Background: an optimization exercise with open tools, aiming at small area and a short achievable clock period. Do not read the settings as production practice.
At most, simulation tests tie the RTL to the original design; equivalence was not proved.
The RTL of runs 1 and 3 was laid out without a check of its function.
Power is estimated from default activity; no workload was simulated.

## standard.sh

```bash
#!/bin/bash
# synth_recipe.tcl (not shown) runs the flow's synth.tcl, then flattens the netlist and writes it again
# the make line also repeats each setting of config.mk as NAME=value (left out here)
make -C /OpenROAD-flow-scripts/flow DESIGN_CONFIG=/design/flow/config.mk WORK_HOME=/design/flow/orfs CLKGATE_MAP_FILE= SYNTH_SCRIPT=/design/flow/synth_recipe.tcl "${@:-finish}"
```

## flow/run.sh

```bash
#!/bin/bash
# The standard layout, with two changes to how it is made:
# - the ports are buffered by the smallest buffer (the resizer sizes them up where timing
#   needs it) instead of buffer_ports' default delay buffer;
# - timing repair does not clone gates (it sizes and buffers instead).
# Each step writes its full output to a log of its own here (synth.log, layout.log) and under
# orfs/logs/.
set -euo pipefail
bash standard.sh synth > synth.log 2>&1
export BUFFER_PORTS_ARGS="-buffer_cell sky130_fd_sc_hd__buf_1"
export SKIP_GATE_CLONING=1
bash standard.sh finish > layout.log 2>&1
```

## design.v

```verilog
module ALUPre #(parameter int NS1 = 1) (
  input  logic [31:0] A, B,
  input  logic [6:0] funct7,
  input  logic [2:0] funct3,
  output logic [31:0] X, Y,
  output logic cin, add,
  output logic [4-NS1:0] shamt,
  output logic fill
);
  logic [31:0] F, X0;
  logic [31:0] s [0:NS1];
  logic sub, arith, shift, sll, k11, k10, k01, k00;
  assign sll   = ~funct3[2] & funct3[0];   
  assign shift = ~funct3[1] & funct3[0];    
  assign arith = ~funct3[2] & ~funct3[0];   
  assign sub   = funct7[5];
  assign fill  = sub & A[31];
  assign k11 = sub | funct3[1] | funct3[0];
  assign k10 = funct3[0] ? ~funct3[1] : ~sub;
  assign k01 = ~sub & ~funct3[0];
  assign k00 = sub & ~funct3[0];
  always_comb
    for (int i = 0; i < 32; i++)
      F[i] = B[i] ? (A[i] ? k11 : k01) : (A[i] ? k10 : k00);
  always_comb
    for (int i = 0; i < 32; i++) X0[i] = sll ? A[31-i] : F[i];
  assign s[0] = X0;
  genvar l;
  generate
    for (l = 0; l < NS1; l++) begin : sh
      localparam int D = 16 >> l;
      assign s[l+1] = (B[4-l] & shift) ? {{D{fill}}, s[l][31:D]} : s[l];
    end
  endgenerate
  assign X = s[NS1];
  assign Y = A;
  assign add = arith;
  assign cin = arith & sub;
  assign shamt = B[4-NS1:0];
endmodule
module ALU #(parameter int NS1 = 1) (
  input  logic [31:0] X, Y,
  input  logic cin, add,
  input  logic [4-NS1:0] shamt,
  input  logic fill, sel_sum, sel_r, sel_l,
  output logic [31:0] Result,
  output logic Zero, Carry, Overflow
);
  logic [32:0] c;
  logic [31:0] zt, sum;
  logic [31:0] g0, p0;
  logic [31:0] t [0:5-NS1];
  logic [31:0] S;
  logic zadd;
  logic [31:0] g;
  assign g = Y & ~X & {32{add}};
  assign g0 = {g[31:1], g[0] | (X[0] & cin)};
  assign p0 = X | g;
  logic [31:0] G [0:9];
  logic [31:0] P [0:9];
  always_comb begin
    G[0] = g0;
    P[0] = p0;
    for (int k = 0; k < 5; k++) begin
      G[k+1] = G[k];
      P[k+1] = P[k];
      for (int i = 0; i < 32; i++)
        if ((i % (2 << k)) == (2 << k) - 1) begin
          G[k+1][i] = G[k][i] | (P[k][i] & G[k][i - (1 << k)]);
          P[k+1][i] = P[k][i] & P[k][i - (1 << k)];
        end
    end
    for (int k = 3; k >= 0; k--) begin
      G[9-k] = G[8-k];
      P[9-k] = P[8-k];
      for (int i = 0; i < 32; i++)
        if ((i % (2 << k)) == (1 << k) - 1 && i >= (2 << k)) begin
          G[9-k][i] = G[8-k][i] | (P[8-k][i] & G[8-k][i - (1 << k)]);
          P[9-k][i] = P[8-k][i] & P[8-k][i - (1 << k)];
        end
    end
  end
  assign c = {G[9], cin};
  assign sum = X ^ c[31:0];
  assign zt = X ^ {p0[30:0], cin};
  assign zadd = ~|zt;
  genvar l;
  assign t[0] = X;
  generate
    for (l = 0; l < 5 - NS1; l++) begin : sh
      localparam int D = 1 << (4 - NS1 - l);
      assign t[l+1] = shamt[4-NS1-l] ? {{D{fill}}, t[l][31:D]} : t[l];
    end
  endgenerate
  assign S = t[5-NS1];
  always_comb
    for (int k = 0; k < 32; k++)
      Result[k] = (sel_r & S[k]) | (sel_l & S[31-k]) | (sel_sum & sum[k]);
  assign Zero = ((sel_r | sel_l) & ~|S) | (sel_sum & zadd) | ~(sel_r | sel_l | sel_sum);
  assign Carry = sel_sum & (c[32] ^ cin);
  assign Overflow = sel_sum & (c[32] ^ c[31]);
endmodule
module ALUControl(
  input  logic [6:0] funct7,
  input  logic [2:0] funct3,
  input  logic [6:0] opcode,
  output logic sel_sum,   
  output logic sel_r,     
  output logic sel_l      
);
  logic rtype, f7z, f7s;
  assign rtype = (opcode == 7'b0110011);
  assign f7z   = rtype & (funct7 == 7'b0000000);
  assign f7s   = rtype & (funct7 == 7'b0100000);
  assign sel_sum = ((f7z | f7s) & (funct3 == 3'b000))
                 | (f7z & funct3[2] & ~funct3[0])        
                 | (f7z & (funct3 == 3'b111));           
  assign sel_r = (f7z | f7s) & (funct3 == 3'b101);
  assign sel_l = f7z & (funct3 == 3'b001);
endmodule
module InstructionDecoder(
  input  logic [31:0] instruction,
  output logic [6:0]  opcode,
  output logic [2:0]  funct3,
  output logic [6:0]  funct7
);
  assign opcode = instruction[6:0];
  assign funct3 = instruction[14:12];
  assign funct7 = instruction[31:25];
endmodule
module ALU_Pipeline(
  input  logic clk, rst,
  input  logic [31:0] A_in, B_in,
  input  logic [31:0] instr_in,
  output logic [31:0] Result_out,
  output logic Zero_out, Carry_out, Overflow_out, Negative_out
);
  localparam int NS1 = 0;
  logic [6:0] opcode, funct7;
  logic [2:0] funct3;
  logic [31:0] X_d, Y_d;
  logic cin_d, add_d, fill_d, sel_sum_d, sel_r_d, sel_l_d;
  logic [4-NS1:0] shamt_d;
  logic [31:0] X_reg, Y_reg;
  logic cin_reg, add_reg, fill_reg, sel_sum_reg, sel_r_reg, sel_l_reg;
  logic [4-NS1:0] shamt_reg;
  logic [31:0] Result_comb;
  logic Zero_comb, Carry_comb, Overflow_comb;
  InstructionDecoder decoder (
    .instruction(instr_in),
    .opcode(opcode),
    .funct3(funct3),
    .funct7(funct7)
  );
  ALUControl control (
    .opcode(opcode), .funct3(funct3), .funct7(funct7),
    .sel_sum(sel_sum_d), .sel_r(sel_r_d), .sel_l(sel_l_d)
  );
  ALUPre #(.NS1(NS1)) pre (
    .A(A_in), .B(B_in), .funct7(funct7), .funct3(funct3),
    .X(X_d), .Y(Y_d), .cin(cin_d), .add(add_d), .shamt(shamt_d), .fill(fill_d)
  );
  always_ff @(posedge clk or posedge rst) begin
    if (rst) begin
      sel_sum_reg <= 0;
      sel_r_reg <= 0;
      sel_l_reg <= 0;
    end else begin
      sel_sum_reg <= sel_sum_d;
      sel_r_reg <= sel_r_d;
      sel_l_reg <= sel_l_d;
    end
  end
  always_ff @(posedge clk) begin
    X_reg <= X_d;
    Y_reg <= Y_d;
    cin_reg <= cin_d;
    add_reg <= add_d;
    shamt_reg <= shamt_d;
    fill_reg <= fill_d;
  end
  ALU #(.NS1(NS1)) alu_inst (
    .X(X_reg), .Y(Y_reg), .cin(cin_reg), .add(add_reg), .shamt(shamt_reg), .fill(fill_reg),
    .sel_sum(sel_sum_reg), .sel_r(sel_r_reg), .sel_l(sel_l_reg),
    .Result(Result_comb),
    .Zero(Zero_comb),
    .Carry(Carry_comb),
    .Overflow(Overflow_comb)
  );
  always_ff @(posedge clk or posedge rst) begin
    if (rst) begin
      Result_out <= 0;
      Zero_out <= 0;
      Carry_out <= 0;
      Overflow_out <= 0;
    end else begin
      Result_out <= Result_comb;
      Zero_out <= Zero_comb;
      Carry_out <= Carry_comb;
      Overflow_out <= Overflow_comb;
    end
  end
  assign Negative_out = Result_out[31];
endmodule
```

## config.mk

```make
export PLATFORM = sky130hd
export DESIGN_NAME = ALU_Pipeline
export DESIGN_NICKNAME = ALU_Pipeline
export VERILOG_FILES = /design/flow/design.v
export SDC_FILE = /design/flow/constraint.sdc
export NUM_CORES = 4
export LEC_CHECK = 0
export ABC_AREA = 1
export CAP_MARGIN = 20
export CORE_MARGIN = 2
export CORE_UTILIZATION = 40
export CTS_BUF_LIST = sky130_fd_sc_hd__clkbuf_4 sky130_fd_sc_hd__clkbuf_8
export PLACE_DENSITY = 0.8
export SETUP_SLACK_MARGIN = 4.5
export SLEW_MARGIN = 20
```

## constraint.sdc

```tcl
create_clock -name core_clock -period 7.0 [get_ports {clk}]
set_input_delay 1.4000 -clock core_clock [delete_from_list [all_inputs] [get_ports {clk}]]
set_output_delay 1.4000 -clock core_clock [all_outputs]
set_load 0.01 [all_outputs]
```

==> flow_summary_export.csv, run 1 <==
group,metric,value,unit
status,outcome,"finished clean",
clocking,cts_buffers,9,
critical_path,required,7.26,ns
synth,syn_nets,1277,
grt,track_usage,25.0,%
timing,slew_headroom,46.0,%
floorplanning,die_w,144,um
finish,utilization,46.2,%
clocking,cts_max_level,3,
routing,drc,0,
timing,finClkSkew,0.0203,ns
clocking,cts_buffer_depth,2,
clocking,cts-root-buf,"clkbuf_8",
critical_path,start_kind,"primary input",
placed_design,io_buffers,118,
finish,regArea,2400,sq um
critical_path,cp_max_fo,3,
finish,n_antenna_cell,0,
timing,hold_viol_final,0,
pwr,power.density,182,nW/um^2
critical_path,rrSetupSlack,4.65,ns
critical_path,cp.arrival,2.72,ns
grt,grt_pass1_vias,7482,
synth,ys_warn_count,7,
synth,ys_seq_area_share,30.6,%
pwr,p_leak,4.02,nW
routing,dr.pass1.iters,8,
floorplanning,core.rowCount,51,
routing,routed_wl,25900,um
routing,vias,8590,
finish,drive_gt1_share,11.6,%
synth,syn_area,7820,sq um
floorplanning,core,19300,sq um
hold_path,hold_path_class,"reg -> reg",
hold_path,hold_path.startpoint,"cin_reg",
grt,grt_antenna_before_repair,0,
placed_design,hpwl,20000,um
finish,multiInputGateArea,4860,sq um
timing,rsz0062_at_grt,"true",
timing,worst_pin_slew,0.809,ns
synth,synth_cells,1178,
clocking,path_clk_slew,0.12,ns
placed_design,dp.cells,1511,
floorplanning,ios,134,
job,cap_violations,0,
synth,ys.flop_type,"dfxtp_1",
finish,final_cell_area,8920,sq um
routing,ant_nets,0,
finish,final_nets,1373,
timing,final-setup-viol-count,0,
grt,grt_max_degree,65,
grt,gr-total-overflow,0,
routing,drt-wirelength-per-cell,16.8,um
routing,via_per_inst,5.56,
timing,fmax,0.406,GHz
synth,async_flop_share,34.5,%
critical_path,startpoint,"instr_in[6]",
timing,fin_setup_tns,0,ns
routing,dr.first_iter.drc_count,813,
floorplanning,die_h,144,um
synth,synth_area_leaders,"dfxtp_1 18%, nand2_1 15%, dfrtp_1 12%",
finish,stdcell_count,1544,
critical_path,r2r-start,"shamt_reg[4]",
timing,period_share,35.2,%
clocking,cts_tree,"built",
pwr,ir_drop,0.0979,mV
synth,post-synth-top-area-cell,"dfxtp_1",
synth,ys_ff_latch,110,
clocking,insertion_delay,0.42,ns
critical_path,end_kind,"flip-flop",
synth,ys_types,56,
finish,areaGrowthSynthToFinish,14.2,%
placed_design,dpl-instance-area,8390,sq um
grt,grt_pass1_wl,39900,um
placed_design,gp_congestion,1.00,
pwr,p_total,1.62,mW
clocking,clock-sinks,110,
critical_path,critPathKind,"in -> reg",
synth,synth_top_area_share,18.4,%
floorplanning,dieArea,20700,sq um
floorplanning,start_util,40.4,%
timing,drv_slew,0,
synth,synth-edff-count,0,
synth,syn_area_per_cell,6.64,sq um
finish,nFillCells,2017,
timing,period_needed,2.46,ns
[power breakdown]
part | leakage [nW] | switching [mW] | internal [mW] | total [mW]
clock | 0.0996 | 0.239 | 0.143 | 0.382
combinational | 2.79 | 0.350 | 0.174 | 0.524
sequential | 1.13 | 0.0518 | 0.663 | 0.715
total | 4.02 | 0.640 | 0.980 | 1.62
[critical path: stages]
cell	delay (ns)
buf_1	0.07
or4_1	0.52
nor4_2	0.19
nand2_1	0.15
o41ai_1	0.40
[per-stage QoR]
stage	hold slack (ns)	setup WS (ns)
CTS	0.545	4.49
finish	0.542	4.54
global route	0.593	4.46
detailed placement	0.534	3.07
floorplan	0.476	4.47
global placement	0.526	3.12
[cells by family (layout without fill, tap and decap cells)]
| kind of cell | count (synthesis) | after routing | synth area share (%) |
|---|---|---|---|
| compound gates | 339 | 339 | 26.9 |
| xor+xnor | 3 | 3 | 0.336 |
| fa+ha+maj | 1 | 1 | 0.160 |
| buf+inv | 170 | 271 | 8.92 |
| flops | 110 | 110 | 30.6 |
| mux | 13 | 13 | 1.66 |
| simple gates | 542 | 542 | 31.5 |
[Yosys cell counts (2+ instances only)]
cell and instances:
nand2_1 312, inv_1 94, nand3_1 91, o21ai_0 77, nor2_1 73, dfxtp_1 72
o21ai_1 58, a21oi_1 53, clkbuf_1 39, dfrtp_1 38, o211ai_1 33, a31oi_1 32
o221ai_1 26, o22ai_1 19, nand2_2 17, mux2i_1 13, inv_2 12, a211oi_1 9
buf_2 9, nand2_4 9, nand3_2 8, nor4_1 7, clkinv_1 6, a21oi_2 5
nand3_4 5, nand4_1 5, buf_1 4, o21a_1 4, o21bai_1 4, a211o_1 3
a22o_1 3, nor2_2 3, nor3_1 3, or2_1 3, xor2_1 3, a21oi_4 2
a221oi_1 2, buf_4 2, o21bai_2 2, or2_2 2
[timing repair]
action / 4_1_cts / 5_1_grt
pin swaps: 0 / 3
gates resized for setup: 27 / 30
setup endpoints to repair: 67 / 25
hold buffers: 0 / 0
gates cloned: 0 / 0
buffers inserted: 4 / 13
[layout make-up]
type                            count  share of cell area, %
Inverter                          113                   5.09
Sequential cell                   110                   26.9
Clock buffer                       10                   1.47
Clock inverter                      6                  0.701
Tap cell                          265                   3.72
Multi-Input combinational cell    898                   54.4
Timing Repair Buffer              142                   7.65
[cell usage in the layout, fill, tap and decap left out, types with 33 or more instances in the layout]
cell type	n
o21ai_1	55
buf_1	116
dfrtp_1	38
dfxtp_1	67
a21oi_1	48
nand3_1	91
o211ai_1	33
nor2_1	68
inv_1	92
nand2_1	305
o21ai_0	75
[metal layers]
metal	share of wire [%]	up-vias	global-route usage (%)
li1	-	4250	-
met1	47	3911	36.4
met2	43	381	36.9
met3	7.7	48	4.50
met4	3.0	0	9.29
met5	0	-	0
[path summary, 6_finish.rpt]
| path | to | cells past startpoint |
|---|---|---|
| worst max-delay path | sel_sum_reg | 5 |
| worst min-delay path | Carry_out | 2 |
| worst max register to register | Zero_out | 14 |
| worst min register to register | Carry_out | 2 |
| max in group asynchronous | Result_out[10] | 3 |
| min in group asynchronous | Result_out[29] | 3 |
==> run 2, diff against run 1 <==
--- a/design.v
+++ b/design.v
@@ -11,7 +11,7 @@
   logic [31:0] s [0:NS1];
   logic sub, arith, shift, sll, k11, k10, k01, k00;
-  assign sll   = ~funct3[2] & funct3[0];   
+  assign sll   = (funct3 == 3'b001);
   assign shift = ~funct3[1] & funct3[0];    
-  assign arith = ~funct3[2] & ~funct3[0];   
+  assign arith = (funct3 == 3'b000);        
   assign sub   = funct7[5];
   assign fill  = sub & A[31];
--- a/config.mk
+++ b/config.mk
@@ -10,5 +10,5 @@
 export CORE_MARGIN = 2
 export CORE_UTILIZATION = 40
-export CTS_BUF_LIST = sky130_fd_sc_hd__clkbuf_4 sky130_fd_sc_hd__clkbuf_8
+export CTS_BUF_LIST = sky130_fd_sc_hd__clkbuf_2 sky130_fd_sc_hd__clkbuf_4 sky130_fd_sc_hd__clkbuf_8
 export PLACE_DENSITY = 0.8
 export SETUP_SLACK_MARGIN = 4.5
==> run 2 against run 1 <==
Still clean. Clock skew is 0.0087 ns lower. Setup slack better by 0.072 ns. Non-clock buffer count is 3 lower. Largest power group unchanged. Highest routed layer unchanged.
==> flow_summary_export.csv, run 2 <==
group,metric,value,unit
finish,stdcell_count,1527,
placed_design,dp.cells,1498,
grt,gr-total-overflow,0,
floorplanning,die_h,143,um
timing,drv_slew,0,
floorplanning,ios,134,
pwr,power.density,180,nW/um^2
job,cap_violations,0,
timing,worst_pin_slew,0.912,ns
floorplanning,start_util,41.0,%
critical_path,r2r-start,"add_reg",
finish,final_common_cell,"nand2_1",
timing,final-setup-viol-count,0,
synth,synth_area_leaders,"dfxtp_1 19%, nand2_1 16%, dfrtp_1 12%",
floorplanning,dieArea,20400,sq um
clocking,clock-sinks,110,
critical_path,ff2ff_path_depth,15,
routing,drc,0,
synth,syn_area,7700,sq um
floorplanning,core.rowCount,50,
synth,ys_warn_count,7,
finish,utilization,46.2,%
synth,synth_top_area_share,18.7,%
placed_design,io_buffers,118,
grt,grt_pass1_wl,39200,um
routing,dr.first_iter.drc_count,881,
critical_path,rrSetupSlack,4.61,ns
timing,hold_viol_final,0,
finish,regArea,2400,sq um
grt,grt_pass1_vias,7404,
timing,finClkSkew,0.0115,ns
pwr,ir_drop,0.0884,mV
critical_path,end_kind,"flip-flop",
routing,routed_wl,25800,um
routing,via_per_inst,5.56,
grt,grt_antenna_before_repair,0,
pwr,p_leak,3.97,nW
clocking,path_clk_slew,0.10,ns
synth,ys_ff_latch,110,
placed_design,gp_congestion,1.00,
synth,yosys.area_share.simple,27.5,%
finish,n_antenna_cell,0,
synth,synth_most_common_cell,"nand2_1",
finish,nFillCells,1944,
synth,synth_common_cells,"327 x nand2_1, 125 x inv_1, 114 x o21ai_0",
synth,synthMuxAreaShare,1.56,%
finish,final_nets,1387,
synth,syn_area_per_cell,6.42,sq um
placed_design,hpwl,19600,um
floorplanning,core,18800,sq um
synth,synth_compound_area_share,28.2,%
routing,dr.pass1.iters,6,
critical_path,critPathKind,"reg -> reg",
synth,synth_top_family_by_area,"compound AO/OA/AOI/OAI gates",
synth,ys_types,47,
timing,period_needed,2.39,ns
grt,grt_max_degree,66,
finish,drive_gt1_share,7.97,%
routing,vias,8494,
finish,most-common-layout-cells,"323 x nand2_1, 122 x inv_1, 116 x buf_1",
hold_path,hold_path_class,"reg -> reg",
clocking,insertion_delay,0.41,ns
clocking,cts_buffer_depth,2,
placed_design,dp_slack,3.42,ns
synth,synth_fa_ha_area_share,0.163,%
clocking,cts_max_level,3,
critical_path,critical_path.endpoint,"Result_out[27]",
finish,areaGrowthSynthToFinish,12.6,%
status,outcome,"finished clean",
synth,synth-xor-area-share,0.910,%
routing,ant_nets,0,
timing,period_share,34.1,%
grt,track_usage,25.0,%
clocking,cts-root-buf,"clkbuf_8",
floorplanning,die_w,143,um
timing,fmax,0.418,GHz
critical_path,startpoint,"add_reg",
timing,slew_headroom,39.1,%
routing,drt-wirelength-per-cell,16.9,um
synth,ys.flop_type,"dfxtp_1",
timing,setup_ws,4.61,ns
synth,async_flop_share,34.5,%
critical_path,start_kind,"flip-flop",
synth,synth_cells,1200,
synth,ys_seq_area_share,31.1,%
synth,synth-edff-count,0,
clocking,cts_buffers,9,
timing,rsz0062_at_grt,"true",
timing,fin_setup_tns,0,ns
critical_path,required,7.30,ns
critical_path,r2r-end,"Result_out[27]",
critical_path,cp_max_fo,11,
synth,post-synth-top-area-cell,"dfxtp_1",
clocking,cts_tree,"built",
synth,syn_nets,1299,
critical_path,cp.arrival,2.69,ns
finish,multiInputGateArea,4570,sq um
-- run 2: cell families after synthesis --
family                   Yosys count
buffers and inverters            197
XOR/XNOR                           8
flip-flops                       110
AO/OA/AOI/OAI                    364
multiplexers                      12
AND/OR/NAND/NOR                  508
adder cells (fa/ha/maj)            1
-- run 2: metal layers --
metal  wire [um]  GRT usage (%)  share of wire [%]  vias to the layer above
met3        1960           4.46                7.6                       39
li1            -              -                  -                     4235
met2       11500           38.0                 45                      340
met5           0              0                  0                        -
met4         650           8.96                2.5                        0
met1       11700           35.5                 45                     3880
-- run 2: area by class of cell --
| class | count | area share, % |
|---|---|---|
| clock buffer | 10 | 1.59 |
| inverter | 135 | 6.08 |
| multi-input combinational | 893 | 52.8 |
| clock inverter | 6 | 0.491 |
| sequential | 110 | 27.7 |
| timing repair buffer | 139 | 8.00 |
| tap | 234 | 3.38 |
-- run 2: timing repair --
item / in CTS / in global routing
buffers inserted: 9 / 4
resized for setup: 12 / 29
pin swaps: 1 / 0
setup endpoints to repair: 66 / 35
hold buffers: 0 / 0
gates cloned: 0 / 0
-- run 2: how the worst min path moves through the flow --
| stage | from | to | slack, ns | cells past startpoint |
|---|---|---|---|---|
| 2_1_floorplan | sel_r_reg | Result_out[2] | 0.46 | 2 |
| 3_3_place_gp | sel_r_reg | Result_out[2] | 0.52 | 2 |
| 3_5_place_dp | sel_r_reg | Result_out[2] | 0.54 | 2 |
| 4_1_cts | sel_r_reg | Result_out[2] | 0.56 | 2 |
| 5_1_grt | sel_r_reg | Result_out[2] | 0.57 | 2 |
| 6_report | sel_r_reg | Result_out[2] | 0.54 | 2 |
-- run 2: where the power goes --
part / switching [mW] / internal, mW / leakage, nW
sequential: 0.0500 / 0.664 / 1.13
combinational: 0.326 / 0.157 / 2.74
clock: 0.223 / 0.141 / 0.0988
-- run 2: metrics by stage --
stage / power, mW / area, sq um / hold WS (ns)
after floorplan: 1.04 / 7720 / 0.459
after global placement: 1.17 / 8210 / 0.517
after detailed placement: 1.17 / 8210 / 0.538
after CTS: 1.55 / 8530 / 0.559
after global routing: 1.66 / 8670 / 0.574
final: 1.56 / 8670 / 0.535
-- run 2: critical path, stage by stage, from the launching register on --
cell	delay, ns
dfxtp_2	0.34
buf_12	0.14
buf_8	0.15
a21oi_1	0.35
a21oi_1	0.10
nand2_1	0.08
a31oi_1	0.09
a21oi_2	0.26
nand2_2	0.13
nand2_1	0.08
nand2_1	0.06
nand3_1	0.08
nand2_1	0.07
nand2_1	0.06
nand2_1	0.05
o21bai_1	0.22
==> run 3, diff against run 2 <==
--- a/design.v
+++ b/design.v
@@ -16,13 +16,13 @@
   assign sub   = funct7[5];
   assign fill  = sub & A[31];
-  assign k11 = sub | funct3[1] | funct3[0];
-  assign k10 = funct3[0] ? ~funct3[1] : ~sub;
-  assign k01 = ~sub & ~funct3[0];
-  assign k00 = sub & ~funct3[0];
+  assign k11 = sub | funct3[1];
+  assign k10 = ~sub & ~funct3[0];
+  assign k01 = k10;
+  assign k00 = sub;
   always_comb
     for (int i = 0; i < 32; i++)
       F[i] = B[i] ? (A[i] ? k11 : k01) : (A[i] ? k10 : k00);
   always_comb
-    for (int i = 0; i < 32; i++) X0[i] = sll ? A[31-i] : F[i];
+    for (int i = 0; i < 32; i++) X0[i] = shift ? (funct3[2] ? A[i] : A[31-i]) : F[i];
   assign s[0] = X0;
   genvar l;
--- a/config.mk
+++ b/config.mk
@@ -10,5 +10,5 @@
 export CORE_MARGIN = 2
 export CORE_UTILIZATION = 40
-export CTS_BUF_LIST = sky130_fd_sc_hd__clkbuf_2 sky130_fd_sc_hd__clkbuf_4 sky130_fd_sc_hd__clkbuf_8
+export CTS_BUF_LIST = sky130_fd_sc_hd__clkbuf_4 sky130_fd_sc_hd__clkbuf_8
 export PLACE_DENSITY = 0.8
 export SETUP_SLACK_MARGIN = 4.5
==> run 3 against run 2 <==
Die area rose by 1.8%. Critical endpoint is now Zero_out. Via count grew 4.6%. Routed wire length is 2.4% higher. Still clean on timing, DRC and antenna. Synthesized area up 1.9%.
==> flow_summary_export.csv, run 3 <==
group,metric,value,unit
synth,syn_area_per_cell,6.40,sq um
critical_path,ff2ff_path_depth,9,
routing,vias,8888,
finish,drive_gt1_share,9.35,%
placed_design,dpl-instance-area,8400,sq um
routing,via_per_inst,5.59,
hold_path,hold_depth,2,
synth,syn_area,7840,sq um
pwr,p_total,1.60,mW
timing,fin_setup_tns,0,ns
pwr,p_leak,4.09,nW
routing,drc,0,
routing,ant_nets,0,
critical_path,end_kind,"flip-flop",
status,outcome,"finished clean",
timing,slew_headroom,34.7,%
finish,final_common_cell,"nand2_1",
floorplanning,core.rowCount,51,
synth,synth_cells,1226,
synth,synth_top_area_share,18.4,%
critical_path,start_kind,"flip-flop",
clocking,insertion_delay,0.40,ns
job,cap_violations,0,
timing,rsz0062_at_grt,"true",
timing,setup_ws,4.51,ns
synth,ys_types,50,
clocking,clock-sinks,110,
floorplanning,core,19300,sq um
floorplanning,die_h,144,um
critical_path,critPathKind,"reg -> reg",
timing,hold_viol_final,0,
grt,gr-total-overflow,0,
clocking,cts_max_level,3,
finish,most-common-layout-cells,"369 x nand2_1, 123 x o21ai_0, 118 x buf_1",
clocking,cts_tree,"built",
critical_path,startpoint,"X_reg[18]",
placed_design,io_buffers,118,
floorplanning,die_w,144,um
critical_path,cp.arrival,2.82,ns
finish,utilization,46.8,%
placed_design,hpwl,19600,um
floorplanning,dieArea,20700,sq um
synth,post-synth-top-area-cell,"dfxtp_1",
floorplanning,ios,134,
critical_path,r2r-start,"X_reg[18]",
timing,final-setup-viol-count,0,
critical_path,rrSetupSlack,4.51,ns
pwr,power.density,177,nW/um^2
timing,drv_slew,0,
routing,dr.pass1.iters,5,
clocking,cts_buffers,9,
finish,areaGrowthSynthToFinish,15.4,%
synth,synth-edff-count,0,
synth,ys_ff_latch,110,
grt,track_usage,24.8,%
synth,syn_nets,1325,
timing,period_share,35.5,%
hold_path,hold_path_class,"reg -> reg",
floorplanning,start_util,40.6,%
grt,grt_pass1_vias,7559,
synth,ys_seq_area_share,30.5,%
critical_path,r2r-end,"Zero_out",
finish,final_cell_area,9050,sq um
clocking,hold_buffers,0,
synth,ys.flop_type,"dfxtp_1",
pwr,ir_drop,0.135,mV
placed_design,dp_slack,2.98,ns
critical_path,cp_max_fo,6,
critical_path,required,7.33,ns
synth,synth_area_leaders,"dfxtp_1 18%, nand2_1 18%, dfrtp_1 12%",
timing,period_needed,2.49,ns
clocking,cts_buffer_depth,2,
clocking,path_clk_slew,0.11,ns
timing,worst_pin_slew,0.979,ns
routing,dr.first_iter.drc_count,964,
grt,grt_antenna_before_repair,1,
finish,n_antenna_cell,0,
hold_path,hold_path.startpoint,"cin_reg",
synth,synth_common_cells,"381 x nand2_1, 148 x o21ai_0, 113 x inv_1",
hold_path,holdPathEnd,"Carry_out",
finish,final_nets,1420,
routing,drt-wirelength-per-cell,16.6,um
timing,fmax,0.402,GHz
timing,finClkSkew,0.0138,ns
grt,grt_pass1_wl,40000,um
grt,grt_max_degree,43,
synth,async_flop_share,34.5,%
synth,ys_warn_count,7,
synth,synth_most_common_cell,"nand2_1",
placed_design,gp_congestion,0.936,
clocking,cts-root-buf,"clkbuf_8",
routing,routed_wl,26400,um
==> run 3: layer usage <==
layer | wire length, um | track usage, % | share of wire, %
met1 | 11900 | 36.1 | 45
met2 | 11400 | 37.1 | 43
met3 | 2450 | 5.07 | 9.3
met4 | 710 | 7.22 | 2.7
met5 | 12 | 0 | 0.045
==> run 3: worst max-delay path by stage <==
stage / cells past startpoint / end
4_1_cts: 12 / Zero_out
3_5_place_dp: 6 / X_reg[21]
6_report: 9 / Zero_out
2_1_floorplan: 5 / sel_sum_reg
3_3_place_gp: 6 / X_reg[24]
5_1_grt: 19 / Overflow_out
==> run 3: layout make-up <==
class	count	area (sq um)
Fill cell	1990	10300
Multi-Input combinational cell	935	4910
Sequential cell	110	2410
Timing Repair Buffer	146	726
Inverter	119	472
Tap cell	265	332
Clock buffer	10	138
Clock inverter	6	66.3
==> run 3: timing repair <==
item                                    CTS  global route
pin swaps                                 1            13
endpoints found under the setup margin   70            53
buffers inserted                          7            15
gates resized for setup                  25            67
cloned                                    0             0
==> run 3: kinds of logic after synthesis <==
group	count (synthesis)	synth area share (%)
xor+xnor	5	0.558
flops	110	30.5
simple gates	569	30.7
buf+inv	181	9.10
mux	13	1.66
compound gates	347	27.3
fa+ha+maj	1	0.160
==> run 3: through the flow <==
stage	hold WS, ns	std cells
floorplan	0.476	1226
global placement	0.509	1553
detailed placement	0.509	1553
CTS	0.517	1576
global route	0.555	1591
finish	0.519	1591
==> run 3: worst max-delay path, cell delays in order (launching register included) <==
cell and delay [ns]:
dfxtp_1 0.53, inv_1 0.18, nand3_1 0.17, nand2_1 0.12, xor2_1 0.16, a2111oi_1 0.55
nand3_1 0.13, nor3_1 0.41, nor2_1 0.08, nand2_1 0.09
==> run 3: power breakdown <==
part	switching (mW)	internal [mW]	leakage, nW
clock	0.235	0.148	0.0990
combinational	0.334	0.168	2.86
sequential	0.0517	0.664	1.13
total	0.620	0.980	4.09

[afterwards: timing with drivers on the ports]
The results above use ideal ports. As a check the final layouts listed here were re-extracted and re-timed, cells and wires unchanged.
Step 1 (the two cells are an assumption about what drives the block):
set clk [get_ports {clk}]
set_driving_cell -lib_cell sky130_fd_sc_hd__clkbuf_16 $clk
set_driving_cell -lib_cell sky130_fd_sc_hd__buf_2 [delete_from_list [all_inputs] $clk]
Step 2 also shifts input and output timing later by t, the mid clock arrival at the registers, as if the neighbouring blocks saw the same clock.
Three values: ideal, step 1, step 2; two values: the first two.
run	shift t [ns]	slack for setup (ns)	clock arrival spread, ns
run 1	0.451	4.538 / 4.559 / 4.109	0.020 / 0.021
run 2	0.440	4.610 / 4.610 / 4.219	0.012 / 0.011
run 3	0.428	4.513 / 4.513 / 4.131	0.013 / 0.014
After both steps every run listed still meets setup and hold. The setup slack of run 1, which loses most, moves by +0.021 ns with the drivers and by -0.429 ns with both steps.
